This is an optimization exercise on Yosys and OpenROAD, whose aim is small area, not a production implementation.
In this exercise RTL edits were held to simulation tests only and were not proved equivalent to the original.

<file path="flow/design.v">
module PE #(
    parameter LAST = 0,      
    parameter CW   = 0,      
    parameter CWO  = 1       
    )
    (
    input               clk,
    input               rst_n,
    input  [7:0]        ifmap_i,
    input  [7:0]        weight_i,
    input  [31+CW:0]    psum_i,      
    input               ifmap_en_i,
    input               weight_en_i,
    input               psum_en_i,
    output [7:0]        ifmap_o,
    output [7:0]        weight_o,
    output [15:0]       lo_o,
    output [15:0]       hi_o,
    output [CWO-1:0]    cnt_o,
    output              c_o,
    output              weight_en_o,
    output              psum_en_o
    );
    localparam [7:0] XR = 8'h00;
    reg  [7:0]     ifmap_r;
    reg  [7:0]     xc_r;
    reg  [7:0]     weight_r;
    reg  [31+CW:0] psum_r;
    reg            weight_en_r;
    reg            psum_en_r;
    always @(posedge clk, negedge rst_n) begin
        if (!rst_n) begin
            weight_en_r <= 1'b0;
            psum_en_r   <= 1'b0;
        end else begin
            weight_en_r <= weight_en_i;
            psum_en_r   <= psum_en_i;
        end
    end
    always @(posedge clk, negedge rst_n) begin
        if (!rst_n)
            ifmap_r <= XR;
        else if (ifmap_en_i)
            ifmap_r <= ifmap_i;
    end
    always @(posedge clk, negedge rst_n) begin
        if (!rst_n)
            xc_r <= XR;
        else if (weight_en_i)
            xc_r <= ifmap_r;
    end
    generate if (LAST) begin : g_last
        always @(posedge clk, negedge rst_n) begin
            if (!rst_n) begin
                weight_r <= XR;
                psum_r   <= {(32+CW){1'b0}};
            end else begin
                if (weight_en_i) weight_r <= weight_i;
                if (psum_en_i)   psum_r   <= psum_i;
            end
        end
    end else begin : g_mid
        always @(posedge clk) begin
            if (weight_en_i) weight_r <= weight_i;
            if (psum_en_i)   psum_r   <= psum_i;
        end
    end endgenerate
    wire [15:0] lo;
    wire        c;
    pe_mac u_mac (.x(xc_r), .w(weight_r), .s(psum_r[15:0]), .lo(lo), .c(c));
    assign ifmap_o     = ifmap_r;
    assign weight_o    = weight_r;
    assign lo_o        = lo;
    assign c_o         = c;
    assign weight_en_o = weight_en_r;
    assign psum_en_o   = psum_en_r;
    assign hi_o = psum_r[31:16];
    generate if (CW == 0) begin : g_c0
        assign cnt_o = c;
    end else begin : g_cn
        wire [CW:0] k;
        assign k[0] = c;
        genvar b;
        for (b = 0; b < CW; b = b + 1) begin : g_b
            assign cnt_o[b] = psum_r[32+b] ^ k[b];
            assign k[b+1]   = psum_r[32+b] & k[b];
        end
        if (CWO > CW) begin : g_top
            assign cnt_o[CW] = k[CW];
        end
    end endgenerate
endmodule
module pe_mac (
    input  [7:0]  x,
    input  [7:0]  w,
    input  [15:0] s,
    output [15:0] lo,
    output        c
);
    wire [63:0] pp;
    genvar i, j;
    generate for (i = 0; i < 8; i = i + 1) begin : g_i
        for (j = 0; j < 8; j = j + 1) begin : g_j
            assign pp[i*8+j] = x[i] & w[j];
        end
    end endgenerate
    wire t1;
    wire t2;
    wire t3;
    wire t4;
    wire t5;
    wire t6;
    wire t7;
    wire t8;
    wire t9;
    wire t10;
    wire t11;
    wire t12;
    wire t13;
    wire t14;
    wire t15;
    wire t16;
    wire t17;
    wire t18;
    wire t19;
    wire t20;
    wire t21;
    wire t22;
    wire t23;
    wire t24;
    wire t25;
    wire t26;
    wire t27;
    wire t28;
    wire t29;
    wire t30;
    wire t31;
    wire t32;
    wire t33;
    wire t34;
    wire t35;
    wire t36;
    wire t37;
    wire t38;
    wire t39;
    wire t40;
    wire t41;
    wire t42;
    wire t43;
    wire t44;
    wire t45;
    wire t46;
    wire t47;
    wire t48;
    wire t49;
    wire t50;
    wire t51;
    wire t52;
    wire t53;
    wire t54;
    wire t55;
    wire t56;
    wire t57;
    wire t58;
    wire t59;
    wire t60;
    wire t61;
    wire t62;
    wire t63;
    wire t64;
    wire t65;
    wire t66;
    wire t67;
    wire t68;
    wire t69;
    wire t70;
    wire t71;
    wire t72;
    wire t73;
    wire t74;
    wire t75;
    wire t76;
    wire t77;
    wire t78;
    wire t79;
    wire t80;
    wire t81;
    wire t82;
    wire t83;
    wire t84;
    wire t85;
    wire t86;
    wire t87;
    wire t88;
    wire t89;
    wire t90;
    wire t91;
    wire t92;
    wire t93;
    wire t94;
    wire t95;
    wire t96;
    wire t97;
    wire t98;
    wire t99;
    wire t100;
    wire t101;
    wire t102;
    wire t103;
    wire t104;
    wire t105;
    wire t106;
    wire t107;
    wire t108;
    wire t109;
    wire t110;
    wire t111;
    wire t112;
    wire t113;
    wire t114;
    wire t115;
    wire t116;
    wire t117;
    wire t118;
    wire t119;
    wire t120;
    wire t121;
    wire t122;
    wire t123;
    wire t124;
    wire t125;
    wire t126;
    wire t127;
    wire t128;
    wire t129;
    wire t130;
    wire t131;
    wire t132;
    wire t133;
    wire t134;
    wire t135;
    wire t136;
    wire t137;
    wire t138;
    wire t139;
    wire t140;
    wire t141;
    wire t142;
    wire t143;
    wire t144;
    assign t1 = s[0] ^ pp[0];
    assign t2 = s[0] & pp[0];
    assign t3 = s[1] ^ pp[1] ^ pp[8];
    assign t4 = (s[1] & pp[1]) | (pp[8] & (s[1] ^ pp[1]));
    assign t5 = t2 ^ t3;
    assign t6 = t2 & t3;
    assign t7 = s[2] ^ pp[16] ^ pp[2];
    assign t8 = (s[2] & pp[16]) | (pp[2] & (s[2] ^ pp[16]));
    assign t9 = pp[9] ^ t4 ^ t7;
    assign t10 = (pp[9] & t4) | (t7 & (pp[9] ^ t4));
    assign t11 = t6 ^ t9;
    assign t12 = t6 & t9;
    assign t13 = s[3] ^ pp[10] ^ pp[17];
    assign t14 = (s[3] & pp[10]) | (pp[17] & (s[3] ^ pp[10]));
    assign t15 = pp[24] ^ pp[3] ^ t8;
    assign t16 = (pp[24] & pp[3]) | (t8 & (pp[24] ^ pp[3]));
    assign t17 = t13 ^ t10 ^ t15;
    assign t18 = (t13 & t10) | (t15 & (t13 ^ t10));
    assign t19 = t12 ^ t17;
    assign t20 = t12 & t17;
    assign t21 = s[4] ^ pp[11] ^ pp[18];
    assign t22 = (s[4] & pp[11]) | (pp[18] & (s[4] ^ pp[11]));
    assign t23 = pp[25] ^ pp[32] ^ pp[4];
    assign t24 = (pp[25] & pp[32]) | (pp[4] & (pp[25] ^ pp[32]));
    assign t25 = t14 ^ t21 ^ t23;
    assign t26 = (t14 & t21) | (t23 & (t14 ^ t21));
    assign t27 = t16 ^ t25 ^ t18;
    assign t28 = (t16 & t25) | (t18 & (t16 ^ t25));
    assign t29 = t20 ^ t27;
    assign t30 = t20 & t27;
    assign t31 = s[5] ^ pp[12] ^ pp[19];
    assign t32 = (s[5] & pp[12]) | (pp[19] & (s[5] ^ pp[12]));
    assign t33 = pp[26] ^ pp[33] ^ pp[40];
    assign t34 = (pp[26] & pp[33]) | (pp[40] & (pp[26] ^ pp[33]));
    assign t35 = pp[5] ^ t22 ^ t24;
    assign t36 = (pp[5] & t22) | (t24 & (pp[5] ^ t22));
    assign t37 = t31 ^ t33 ^ t26;
    assign t38 = (t31 & t33) | (t26 & (t31 ^ t33));
    assign t39 = t35 ^ t37 ^ t28;
    assign t40 = (t35 & t37) | (t28 & (t35 ^ t37));
    assign t41 = t30 ^ t39;
    assign t42 = t30 & t39;
    assign t43 = s[6] ^ pp[13] ^ pp[20];
    assign t44 = (s[6] & pp[13]) | (pp[20] & (s[6] ^ pp[13]));
    assign t45 = pp[27] ^ pp[34] ^ pp[41];
    assign t46 = (pp[27] & pp[34]) | (pp[41] & (pp[27] ^ pp[34]));
    assign t47 = pp[48] ^ pp[6] ^ t32;
    assign t48 = (pp[48] & pp[6]) | (t32 & (pp[48] ^ pp[6]));
    assign t49 = t34 ^ t43 ^ t45;
    assign t50 = (t34 & t43) | (t45 & (t34 ^ t43));
    assign t51 = t36 ^ t47 ^ t49;
    assign t52 = (t36 & t47) | (t49 & (t36 ^ t47));
    assign t53 = t38 ^ t51 ^ t40;
    assign t54 = (t38 & t51) | (t40 & (t38 ^ t51));
    assign t55 = t42 ^ t53;
    assign t56 = t42 & t53;
    assign t57 = s[7] ^ pp[14] ^ pp[21];
    assign t58 = (s[7] & pp[14]) | (pp[21] & (s[7] ^ pp[14]));
    assign t59 = pp[28] ^ pp[35] ^ pp[42];
    assign t60 = (pp[28] & pp[35]) | (pp[42] & (pp[28] ^ pp[35]));
    assign t61 = pp[49] ^ pp[56] ^ pp[7];
    assign t62 = (pp[49] & pp[56]) | (pp[7] & (pp[49] ^ pp[56]));
    assign t63 = t44 ^ t46 ^ t57;
    assign t64 = (t44 & t46) | (t57 & (t44 ^ t46));
    assign t65 = t59 ^ t61 ^ t48;
    assign t66 = (t59 & t61) | (t48 & (t59 ^ t61));
    assign t67 = t50 ^ t63 ^ t65;
    assign t68 = (t50 & t63) | (t65 & (t50 ^ t63));
    assign t69 = t52 ^ t67 ^ t54;
    assign t70 = (t52 & t67) | (t54 & (t52 ^ t67));
    assign t71 = t56 ^ t69;
    assign t72 = t56 & t69;
    assign t73 = s[8] ^ pp[15] ^ pp[22];
    assign t74 = (s[8] & pp[15]) | (pp[22] & (s[8] ^ pp[15]));
    assign t75 = pp[29] ^ pp[36] ^ pp[43];
    assign t76 = (pp[29] & pp[36]) | (pp[43] & (pp[29] ^ pp[36]));
    assign t77 = pp[50] ^ pp[57] ^ t58;
    assign t78 = (pp[50] & pp[57]) | (t58 & (pp[50] ^ pp[57]));
    assign t79 = t60 ^ t62 ^ t73;
    assign t80 = (t60 & t62) | (t73 & (t60 ^ t62));
    assign t81 = t75 ^ t64 ^ t77;
    assign t82 = (t75 & t64) | (t77 & (t75 ^ t64));
    assign t83 = t79 ^ t66 ^ t81;
    assign t84 = (t79 & t66) | (t81 & (t79 ^ t66));
    assign t85 = t68 ^ t83 ^ t70;
    assign t86 = (t68 & t83) | (t70 & (t68 ^ t83));
    assign t87 = t72 ^ t85;
    assign t88 = t72 & t85;
    assign t89 = s[9] ^ pp[23] ^ pp[30];
    assign t90 = (s[9] & pp[23]) | (pp[30] & (s[9] ^ pp[23]));
    assign t91 = pp[37] ^ pp[44] ^ pp[51];
    assign t92 = (pp[37] & pp[44]) | (pp[51] & (pp[37] ^ pp[44]));
    assign t93 = pp[58] ^ t74 ^ t76;
    assign t94 = (pp[58] & t74) | (t76 & (pp[58] ^ t74));
    assign t95 = t89 ^ t91 ^ t78;
    assign t96 = (t89 & t91) | (t78 & (t89 ^ t91));
    assign t97 = t80 ^ t93 ^ t82;
    assign t98 = (t80 & t93) | (t82 & (t80 ^ t93));
    assign t99 = t95 ^ t84 ^ t97;
    assign t100 = (t95 & t84) | (t97 & (t95 ^ t84));
    assign t101 = t99 ^ t86 ^ t88;
    assign t102 = (t99 & t86) | (t88 & (t99 ^ t86));
    assign t103 = s[10] ^ pp[31] ^ pp[38];
    assign t104 = (s[10] & pp[31]) | (pp[38] & (s[10] ^ pp[31]));
    assign t105 = pp[45] ^ pp[52] ^ pp[59];
    assign t106 = (pp[45] & pp[52]) | (pp[59] & (pp[45] ^ pp[52]));
    assign t107 = t90 ^ t92 ^ t103;
    assign t108 = (t90 & t92) | (t103 & (t90 ^ t92));
    assign t109 = t105 ^ t94 ^ t107;
    assign t110 = (t105 & t94) | (t107 & (t105 ^ t94));
    assign t111 = t96 ^ t109 ^ t98;
    assign t112 = (t96 & t109) | (t98 & (t96 ^ t109));
    assign t113 = t100 ^ t111 ^ t102;
    assign t114 = (t100 & t111) | (t102 & (t100 ^ t111));
    assign t115 = s[11] ^ pp[39] ^ pp[46];
    assign t116 = (s[11] & pp[39]) | (pp[46] & (s[11] ^ pp[39]));
    assign t117 = pp[53] ^ pp[60] ^ t104;
    assign t118 = (pp[53] & pp[60]) | (t104 & (pp[53] ^ pp[60]));
    assign t119 = t106 ^ t115 ^ t108;
    assign t120 = (t106 & t115) | (t108 & (t106 ^ t115));
    assign t121 = t117 ^ t110 ^ t119;
    assign t122 = (t117 & t110) | (t119 & (t117 ^ t110));
    assign t123 = t121 ^ t112 ^ t114;
    assign t124 = (t121 & t112) | (t114 & (t121 ^ t112));
    assign t125 = s[12] ^ pp[47] ^ pp[54];
    assign t126 = (s[12] & pp[47]) | (pp[54] & (s[12] ^ pp[47]));
    assign t127 = pp[61] ^ t116 ^ t125;
    assign t128 = (pp[61] & t116) | (t125 & (pp[61] ^ t116));
    assign t129 = t118 ^ t127 ^ t120;
    assign t130 = (t118 & t127) | (t120 & (t118 ^ t127));
    assign t131 = t122 ^ t129 ^ t124;
    assign t132 = (t122 & t129) | (t124 & (t122 ^ t129));
    assign t133 = s[13] ^ pp[55] ^ pp[62];
    assign t134 = (s[13] & pp[55]) | (pp[62] & (s[13] ^ pp[55]));
    assign t135 = t126 ^ t133 ^ t128;
    assign t136 = (t126 & t133) | (t128 & (t126 ^ t133));
    assign t137 = t135 ^ t130 ^ t132;
    assign t138 = (t135 & t130) | (t132 & (t135 ^ t130));
    assign t139 = s[14] ^ pp[63] ^ t134;
    assign t140 = (s[14] & pp[63]) | (t134 & (s[14] ^ pp[63]));
    assign t141 = t139 ^ t136 ^ t138;
    assign t142 = (t139 & t136) | (t138 & (t139 ^ t136));
    assign t143 = s[15] ^ t140 ^ t142;
    assign t144 = (s[15] & t140) | (t142 & (s[15] ^ t140));
    assign lo[0] = t1;
    assign lo[1] = t5;
    assign lo[2] = t11;
    assign lo[3] = t19;
    assign lo[4] = t29;
    assign lo[5] = t41;
    assign lo[6] = t55;
    assign lo[7] = t71;
    assign lo[8] = t87;
    assign lo[9] = t101;
    assign lo[10] = t113;
    assign lo[11] = t123;
    assign lo[12] = t131;
    assign lo[13] = t137;
    assign lo[14] = t141;
    assign lo[15] = t143;
    assign c = t144;
endmodule
module pe_chain (
    input         clk,
    input         rst_n,
    input  [7:0]  ifmap_i,
    input  [7:0]  weight_i,
    input  [31:0] psum_i,
    input         ifmap_en_i,
    input         weight_en_i,
    input         psum_en_i,
    output [7:0]  ifmap_o,
    output [7:0]  weight_o,
    output [31:0] psum_o,
    output        weight_en_o,
    output        psum_en_o
    );
    wire [7:0] if_w [0:16];
    wire [7:0] w_w  [0:16];
    wire       wen_w [0:16];
    wire       pen_w [0:16];
    assign if_w[0]  = ifmap_i;
    assign w_w[0]   = weight_i;
    assign wen_w[0] = weight_en_i;
    assign pen_w[0] = psum_en_i;
    wire [15:0] lo0, hi0;
    wire [0:0] cnt0;
    wire        c0;
    PE #(.LAST(0), .CW(0), .CWO(1)) u_pe0 (
        .clk(clk), .rst_n(rst_n),
        .ifmap_i(if_w[0]), .weight_i(w_w[0]), .psum_i(psum_i),
        .ifmap_en_i(ifmap_en_i), .weight_en_i(wen_w[0]), .psum_en_i(pen_w[0]),
        .ifmap_o(if_w[1]), .weight_o(w_w[1]), .lo_o(lo0), .hi_o(hi0), .cnt_o(cnt0), .c_o(c0),
        .weight_en_o(wen_w[1]), .psum_en_o(pen_w[1]));
    wire [15:0] lo1, hi1;
    wire [1:0] cnt1;
    wire        c1;
    PE #(.LAST(0), .CW(1), .CWO(2)) u_pe1 (
        .clk(clk), .rst_n(rst_n),
        .ifmap_i(if_w[1]), .weight_i(w_w[1]), .psum_i({cnt0[0:0], hi0, lo0}),
        .ifmap_en_i(ifmap_en_i), .weight_en_i(wen_w[1]), .psum_en_i(pen_w[1]),
        .ifmap_o(if_w[2]), .weight_o(w_w[2]), .lo_o(lo1), .hi_o(hi1), .cnt_o(cnt1), .c_o(c1),
        .weight_en_o(wen_w[2]), .psum_en_o(pen_w[2]));
    wire [15:0] lo2, hi2;
    wire [1:0] cnt2;
    wire        c2;
    PE #(.LAST(0), .CW(2), .CWO(2)) u_pe2 (
        .clk(clk), .rst_n(rst_n),
        .ifmap_i(if_w[2]), .weight_i(w_w[2]), .psum_i({cnt1[1:0], hi1, lo1}),
        .ifmap_en_i(ifmap_en_i), .weight_en_i(wen_w[2]), .psum_en_i(pen_w[2]),
        .ifmap_o(if_w[3]), .weight_o(w_w[3]), .lo_o(lo2), .hi_o(hi2), .cnt_o(cnt2), .c_o(c2),
        .weight_en_o(wen_w[3]), .psum_en_o(pen_w[3]));
    wire [15:0] lo3, hi3;
    wire [2:0] cnt3;
    wire        c3;
    PE #(.LAST(0), .CW(2), .CWO(3)) u_pe3 (
        .clk(clk), .rst_n(rst_n),
        .ifmap_i(if_w[3]), .weight_i(w_w[3]), .psum_i({cnt2[1:0], hi2, lo2}),
        .ifmap_en_i(ifmap_en_i), .weight_en_i(wen_w[3]), .psum_en_i(pen_w[3]),
        .ifmap_o(if_w[4]), .weight_o(w_w[4]), .lo_o(lo3), .hi_o(hi3), .cnt_o(cnt3), .c_o(c3),
        .weight_en_o(wen_w[4]), .psum_en_o(pen_w[4]));
    wire [15:0] lo4, hi4;
    wire [2:0] cnt4;
    wire        c4;
    PE #(.LAST(0), .CW(3), .CWO(3)) u_pe4 (
        .clk(clk), .rst_n(rst_n),
        .ifmap_i(if_w[4]), .weight_i(w_w[4]), .psum_i({cnt3[2:0], hi3, lo3}),
        .ifmap_en_i(ifmap_en_i), .weight_en_i(wen_w[4]), .psum_en_i(pen_w[4]),
        .ifmap_o(if_w[5]), .weight_o(w_w[5]), .lo_o(lo4), .hi_o(hi4), .cnt_o(cnt4), .c_o(c4),
        .weight_en_o(wen_w[5]), .psum_en_o(pen_w[5]));
    wire [15:0] lo5, hi5;
    wire [2:0] cnt5;
    wire        c5;
    PE #(.LAST(0), .CW(3), .CWO(3)) u_pe5 (
        .clk(clk), .rst_n(rst_n),
        .ifmap_i(if_w[5]), .weight_i(w_w[5]), .psum_i({cnt4[2:0], hi4, lo4}),
        .ifmap_en_i(ifmap_en_i), .weight_en_i(wen_w[5]), .psum_en_i(pen_w[5]),
        .ifmap_o(if_w[6]), .weight_o(w_w[6]), .lo_o(lo5), .hi_o(hi5), .cnt_o(cnt5), .c_o(c5),
        .weight_en_o(wen_w[6]), .psum_en_o(pen_w[6]));
    wire [15:0] lo6, hi6;
    wire [2:0] cnt6;
    wire        c6;
    PE #(.LAST(0), .CW(3), .CWO(3)) u_pe6 (
        .clk(clk), .rst_n(rst_n),
        .ifmap_i(if_w[6]), .weight_i(w_w[6]), .psum_i({cnt5[2:0], hi5, lo5}),
        .ifmap_en_i(ifmap_en_i), .weight_en_i(wen_w[6]), .psum_en_i(pen_w[6]),
        .ifmap_o(if_w[7]), .weight_o(w_w[7]), .lo_o(lo6), .hi_o(hi6), .cnt_o(cnt6), .c_o(c6),
        .weight_en_o(wen_w[7]), .psum_en_o(pen_w[7]));
    wire [15:0] lo7, hi7;
    wire [3:0] cnt7;
    wire        c7;
    PE #(.LAST(0), .CW(3), .CWO(4)) u_pe7 (
        .clk(clk), .rst_n(rst_n),
        .ifmap_i(if_w[7]), .weight_i(w_w[7]), .psum_i({cnt6[2:0], hi6, lo6}),
        .ifmap_en_i(ifmap_en_i), .weight_en_i(wen_w[7]), .psum_en_i(pen_w[7]),
        .ifmap_o(if_w[8]), .weight_o(w_w[8]), .lo_o(lo7), .hi_o(hi7), .cnt_o(cnt7), .c_o(c7),
        .weight_en_o(wen_w[8]), .psum_en_o(pen_w[8]));
    wire [15:0] lo8, hi8;
    wire [3:0] cnt8;
    wire        c8;
    PE #(.LAST(0), .CW(4), .CWO(4)) u_pe8 (
        .clk(clk), .rst_n(rst_n),
        .ifmap_i(if_w[8]), .weight_i(w_w[8]), .psum_i({cnt7[3:0], hi7, lo7}),
        .ifmap_en_i(ifmap_en_i), .weight_en_i(wen_w[8]), .psum_en_i(pen_w[8]),
        .ifmap_o(if_w[9]), .weight_o(w_w[9]), .lo_o(lo8), .hi_o(hi8), .cnt_o(cnt8), .c_o(c8),
        .weight_en_o(wen_w[9]), .psum_en_o(pen_w[9]));
    wire [15:0] lo9, hi9;
    wire [3:0] cnt9;
    wire        c9;
    PE #(.LAST(0), .CW(4), .CWO(4)) u_pe9 (
        .clk(clk), .rst_n(rst_n),
        .ifmap_i(if_w[9]), .weight_i(w_w[9]), .psum_i({cnt8[3:0], hi8, lo8}),
        .ifmap_en_i(ifmap_en_i), .weight_en_i(wen_w[9]), .psum_en_i(pen_w[9]),
        .ifmap_o(if_w[10]), .weight_o(w_w[10]), .lo_o(lo9), .hi_o(hi9), .cnt_o(cnt9), .c_o(c9),
        .weight_en_o(wen_w[10]), .psum_en_o(pen_w[10]));
    wire [15:0] lo10, hi10;
    wire [3:0] cnt10;
    wire        c10;
    PE #(.LAST(0), .CW(4), .CWO(4)) u_pe10 (
        .clk(clk), .rst_n(rst_n),
        .ifmap_i(if_w[10]), .weight_i(w_w[10]), .psum_i({cnt9[3:0], hi9, lo9}),
        .ifmap_en_i(ifmap_en_i), .weight_en_i(wen_w[10]), .psum_en_i(pen_w[10]),
        .ifmap_o(if_w[11]), .weight_o(w_w[11]), .lo_o(lo10), .hi_o(hi10), .cnt_o(cnt10), .c_o(c10),
        .weight_en_o(wen_w[11]), .psum_en_o(pen_w[11]));
    wire [15:0] lo11, hi11;
    wire [3:0] cnt11;
    wire        c11;
    PE #(.LAST(0), .CW(4), .CWO(4)) u_pe11 (
        .clk(clk), .rst_n(rst_n),
        .ifmap_i(if_w[11]), .weight_i(w_w[11]), .psum_i({cnt10[3:0], hi10, lo10}),
        .ifmap_en_i(ifmap_en_i), .weight_en_i(wen_w[11]), .psum_en_i(pen_w[11]),
        .ifmap_o(if_w[12]), .weight_o(w_w[12]), .lo_o(lo11), .hi_o(hi11), .cnt_o(cnt11), .c_o(c11),
        .weight_en_o(wen_w[12]), .psum_en_o(pen_w[12]));
    wire [15:0] lo12, hi12;
    wire [3:0] cnt12;
    wire        c12;
    PE #(.LAST(0), .CW(4), .CWO(4)) u_pe12 (
        .clk(clk), .rst_n(rst_n),
        .ifmap_i(if_w[12]), .weight_i(w_w[12]), .psum_i({cnt11[3:0], hi11, lo11}),
        .ifmap_en_i(ifmap_en_i), .weight_en_i(wen_w[12]), .psum_en_i(pen_w[12]),
        .ifmap_o(if_w[13]), .weight_o(w_w[13]), .lo_o(lo12), .hi_o(hi12), .cnt_o(cnt12), .c_o(c12),
        .weight_en_o(wen_w[13]), .psum_en_o(pen_w[13]));
    wire [15:0] lo13, hi13;
    wire [3:0] cnt13;
    wire        c13;
    PE #(.LAST(0), .CW(4), .CWO(4)) u_pe13 (
        .clk(clk), .rst_n(rst_n),
        .ifmap_i(if_w[13]), .weight_i(w_w[13]), .psum_i({cnt12[3:0], hi12, lo12}),
        .ifmap_en_i(ifmap_en_i), .weight_en_i(wen_w[13]), .psum_en_i(pen_w[13]),
        .ifmap_o(if_w[14]), .weight_o(w_w[14]), .lo_o(lo13), .hi_o(hi13), .cnt_o(cnt13), .c_o(c13),
        .weight_en_o(wen_w[14]), .psum_en_o(pen_w[14]));
    wire [15:0] lo14, hi14;
    wire [3:0] cnt14;
    wire        c14;
    PE #(.LAST(0), .CW(4), .CWO(4)) u_pe14 (
        .clk(clk), .rst_n(rst_n),
        .ifmap_i(if_w[14]), .weight_i(w_w[14]), .psum_i({cnt13[3:0], hi13, lo13}),
        .ifmap_en_i(ifmap_en_i), .weight_en_i(wen_w[14]), .psum_en_i(pen_w[14]),
        .ifmap_o(if_w[15]), .weight_o(w_w[15]), .lo_o(lo14), .hi_o(hi14), .cnt_o(cnt14), .c_o(c14),
        .weight_en_o(wen_w[15]), .psum_en_o(pen_w[15]));
    wire [15:0] lo15, hi15;
    wire [4:0] cnt15;
    wire        c15;
    PE #(.LAST(1), .CW(4), .CWO(5)) u_pe15 (
        .clk(clk), .rst_n(rst_n),
        .ifmap_i(if_w[15]), .weight_i(w_w[15]), .psum_i({cnt14[3:0], hi14, lo14}),
        .ifmap_en_i(ifmap_en_i), .weight_en_i(wen_w[15]), .psum_en_i(pen_w[15]),
        .ifmap_o(if_w[16]), .weight_o(w_w[16]), .lo_o(lo15), .hi_o(hi15), .cnt_o(cnt15), .c_o(c15),
        .weight_en_o(wen_w[16]), .psum_en_o(pen_w[16]));
    assign ifmap_o     = if_w[16];
    assign weight_o    = w_w[16];
    assign weight_en_o = wen_w[16];
    assign psum_en_o   = pen_w[16];
    assign psum_o = {hi15 + cnt15, lo15};
endmodule
</file>
<file path="flow/run.sh">
#!/bin/bash
# synth_recipe.tcl (not shown) runs the flow's synth.tcl, then flattens the netlist and writes it again
# the make line also repeats each setting of config.mk as NAME=value (left out here)
make -C /OpenROAD-flow-scripts/flow DESIGN_CONFIG=/design/flow/config.mk WORK_HOME=/design/flow/orfs CLKGATE_MAP_FILE= SYNTH_SCRIPT=/design/flow/synth_recipe.tcl finish
</file>
<file path="flow/config.mk">
export PLATFORM = sky130hd
export DESIGN_NAME = pe_chain
export DESIGN_NICKNAME = pe_chain
export VERILOG_FILES = /design/flow/design.v
export SDC_FILE = /design/flow/constraint.sdc
export NUM_CORES = 4
export LEC_CHECK = 0
export CAP_MARGIN = 20
export CORE_MARGIN = 2
export CORE_UTILIZATION = 40
export SLEW_MARGIN = 20
</file>
<file path="flow/constraint.sdc">
create_clock -name core_clock -period 10.0 [get_ports {clk}]
set_input_delay 2.0000 -clock core_clock [delete_from_list [all_inputs] [get_ports {clk}]]
set_output_delay 2.0000 -clock core_clock [all_outputs]
set_load 0.01 [all_outputs]
</file>
==> results.sh <==
export IMPL_outcome="complete, but fails checks"
export IMPL_check_failures="setup timing"
export IMPL_grt_start_max_net_pins=157
export IMPL_drc=0
export IMPL_critPathMaxFanout=6
export IMPL_drive_gt1_share_pct=11.7
export IMPL_ys_ff_latch=977
export IMPL_drtAntennaViolNets=0
export IMPL_placed_area_sq_um=66200
export IMPL_wl_per_cell_um=16.9
export IMPL_cts_hold_buf=0
export IMPL_holdCritPathClass="reg2reg"
export IMPL_root_buffer="clkbuf_16"
export IMPL_vias=32400
export IMPL_critPathSlowestCell="fa_1"
export IMPL_period_needed_ps=10530
export IMPL_cts_buffers=109
export IMPL_max_cap_violations=0
export IMPL_insertion_delay_ps=750
export IMPL_crit_buf_inv=6
export IMPL_path_delay_family="adder cells"
export IMPL_crit_top_cell="fa_2"
export IMPL_port_buffers=102
export IMPL_syn_inst=4631
export IMPL_post_synth_cell_area_avg_sq_um=13.6
export IMPL_setup_slack_ps=-531
export IMPL_ys_warn_count=9
export IMPL_synth_nets=5881
export IMPL_ys_async_sr_fraction_pct=34.0
export IMPL_syn2layout_area_growth_pct=11.6
export IMPL_diodes=0
export IMPL_grtUsageTotal_pct=15.5
export IMPL_drtIter0Drc=1407
export IMPL_htree_levels=3
export IMPL_nNetsFinal=6006
export IMPL_worstSetupPathType="reg2out"
export IMPL_wl_mm=117
export IMPL_rsz0062_at_grt="true"
export IMPL_ys_flop_type="edfxtp_1"
export IMPL_rows=145
export IMPL_path_clk_slew_ps=60
export IMPL_dr_pass1_iters=5
export IMPL_final_common_cell="fa_1"
export IMPL_worst_slew_margin_rel_pct=31.7
export IMPL_initial_core_util_pct=40.3
export IMPL_drv_slew=0
export IMPL_start_kind="flop"
export IMPL_ys_seq_area_share_pct=44.0
export IMPL_synth_edf_count=645
export IMPL_cts_sinks=977
export IMPL_cts_tree="yes"
export IMPL_finalHoldViolations=0
export IMPL_crit_path_end_kind="output port"
export IMPL_die_y_um=400
export IMPL_antenna_found_initial=0
export IMPL_dp_hpwl_mm=88.9
export IMPL_cp_arrival_ps=8530
export IMPL_finalSetupViolations=14
export IMPL_worst_pin_slew_ps=1020
export IMPL_grt_pass1_wl_mm=199
export IMPL_fin_area_sq_um=70100
export IMPL_ys_types=31
export IMPL_syn_area_sq_um=62800
export IMPL_fmax_mhz=95.0
export IMPL_grt_overflow_total=0
export IMPL_die_width_um=400
export IMPL_clockBufferDepth=3
export IMPL_vias_per_cell=4.68
export IMPL_gp_congestion=0.821
export IMPL_core_sq_um=156000
export IMPL_fin_crit_sh_pct=105
export IMPL_cp_slowest_stage_delay_ps=530
export IMPL_clock_skew_ps=67.9
export IMPL_io_pins=103
export IMPL_setup_tns_ps=-6210
export IMPL_grt_pass1_vias=37100
export IMPL_final_cell_mix="fa_1 (993), inv_1 (926), nand2_1 (674), edfxtp_1 (645), and2_1 (352)"
export IMPL_die_area_sq_um=160000
export IMPL_crit_required_ps=8000
==> state kept, by name (all words and copies together) (netlist names), 35 cells and up <==
name and flops:
u_pe14.psum_r 36, u_pe15.psum_r 36, u_pe4.psum_r 35, u_pe6.psum_r 35, u_pe12.psum_r 36, u_pe5.psum_r 35, u_pe8.psum_r 36, u_pe7.psum_r 35
u_pe9.psum_r 36, u_pe10.psum_r 36, u_pe13.psum_r 36, u_pe11.psum_r 36
==> worst register-to-register path, cell delays in order (launching register included) <==
cell and delay [ps]:
edfxtp_1 560, nand2_1 140, fa_1 440, fa_1 540, inv_1 50, fa_1 440
fa_1 460, fa_1 460, fa_1 460, fa_1 460, fa_1 560, ha_1 150
inv_1 50, fa_1 450, fa_1 440, inv_1 90, fa_1 170, inv_1 60
fa_1 430, inv_1 90, fa_1 220, fa_1 190, inv_1 80, fa_1 390
inv_1 70, ha_1 130, ha_1 150, ha_1 220
==> routing by layer <==
metal,up-vias,part of all wire [%],global-route usage (%)
li1,14400,-,-
met3,183,3.2,2.14
met4,0,2.2,4.34
met2,444,54,28.5
met1,17300,41,19.1
met5,-,0,0
==> area by class of cell <==
type                            instances  area [sq um]
Timing Repair Buffer                  159          1420
Tap cell                             2058          2570
Clock buffer                          148          3020
Sequential cell                       977         27700
Fill cell                           14200         85900
Multi-Input combinational cell       2577         31300
Clock inverter                         59           639
Inverter                              932          3500
==> metrics by stage <==
step | std cells | hold WS (ps) | setup WS, ps | util [%]
after floorplan | 4631 | 349 | 53.5 | -
after global placement | 6692 | 400 | -692 | 42.4
after detailed placement | 6692 | 405 | -735 | 42.4
after CTS | 6905 | 414 | -818 | 44.9
after global routing | 6910 | 418 | -862 | 44.9
final | 6910 | 409 | -531 | 44.9
==> Yosys cell counts (all sizes together), types with 7 or more instances <==
| master | instances | area, sq um |
|---|---|---|
| xor2 | 12 | 105 |
| inv | 932 | 3500 |
| and2 | 352 | 2200 |
| ha | 188 | 2350 |
| edfxtp | 645 | 19400 |
| mux2 | 293 | 3300 |
| xnor2 | 13 | 114 |
| clkbuf | 109 | 409 |
| a21oi | 7 | 38.8 |
| nand2 | 677 | 2540 |
| fa | 1009 | 20200 |
| buf | 36 | 220 |
| dfrtp | 332 | 8310 |
==> path summary, 6_finish.rpt <==
check | start | endpoint | slack [ps] | cells past startpoint
worst max-delay path | u_pe15.xc_r[2] | psum_o[25] | -530 | 32
worst min-delay path | u_pe11.psum_r[30] | u_pe12.psum_r[30] | 410 | 0
worst max register to register | u_pe10.weight_r[2] | u_pe11.psum_r[34] | 1840 | 27
worst min register to register | u_pe11.psum_r[30] | u_pe12.psum_r[30] | 410 | 0
max in group asynchronous | rst_n | u_pe15.weight_r[0] | 6730 | 3
min in group asynchronous | rst_n | u_pe12.ifmap_r[1] | 1290 | 1
==> cell families after synthesis <==
group           count (synthesis)  synth area share, %
flops                         977                 44.0
xor+xnor                       25                0.348
simple gates                 1042                 7.67
compound gates                 19                0.209
mux                           294                 5.27
buf+inv                      1077                 6.57
fa+ha+maj                    1197                 35.9
==> repair_timing <==
action,4_1_cts,5_1_grt
setup buffers,6,6
gates resized for setup,100,7
setup endpoints to repair,16,16
endpoints found under the hold margin,0,0
pin swaps,43,29

[separate check: timing with driven ports]
No port has a modelled driver above. Below, the same layout with a new extraction and two added sets of constraints.
Step 1, drivers: a clkbuf_16 drives clk and a buf_2 each remaining input, both assumed.
Step 2 adds t to the input delays and takes it off the output delays; t is the mean of the earliest and latest rising clock arrival at the registers after step 1. Input paths then give back, and output paths get back, about the clock's delay inside the block.
Three values: no drivers, after step 1, after step 2; two values: the first two.
t, ns: 0.791
slack for setup (ns): -0.531 / -0.609 / 0.182
worst setup path after step 2: register to output
worst register clock-pin slew, ns: 0.07 / 0.07
The setup slack of this run moves by -0.078 ns with the drivers and by +0.713 ns with both steps.
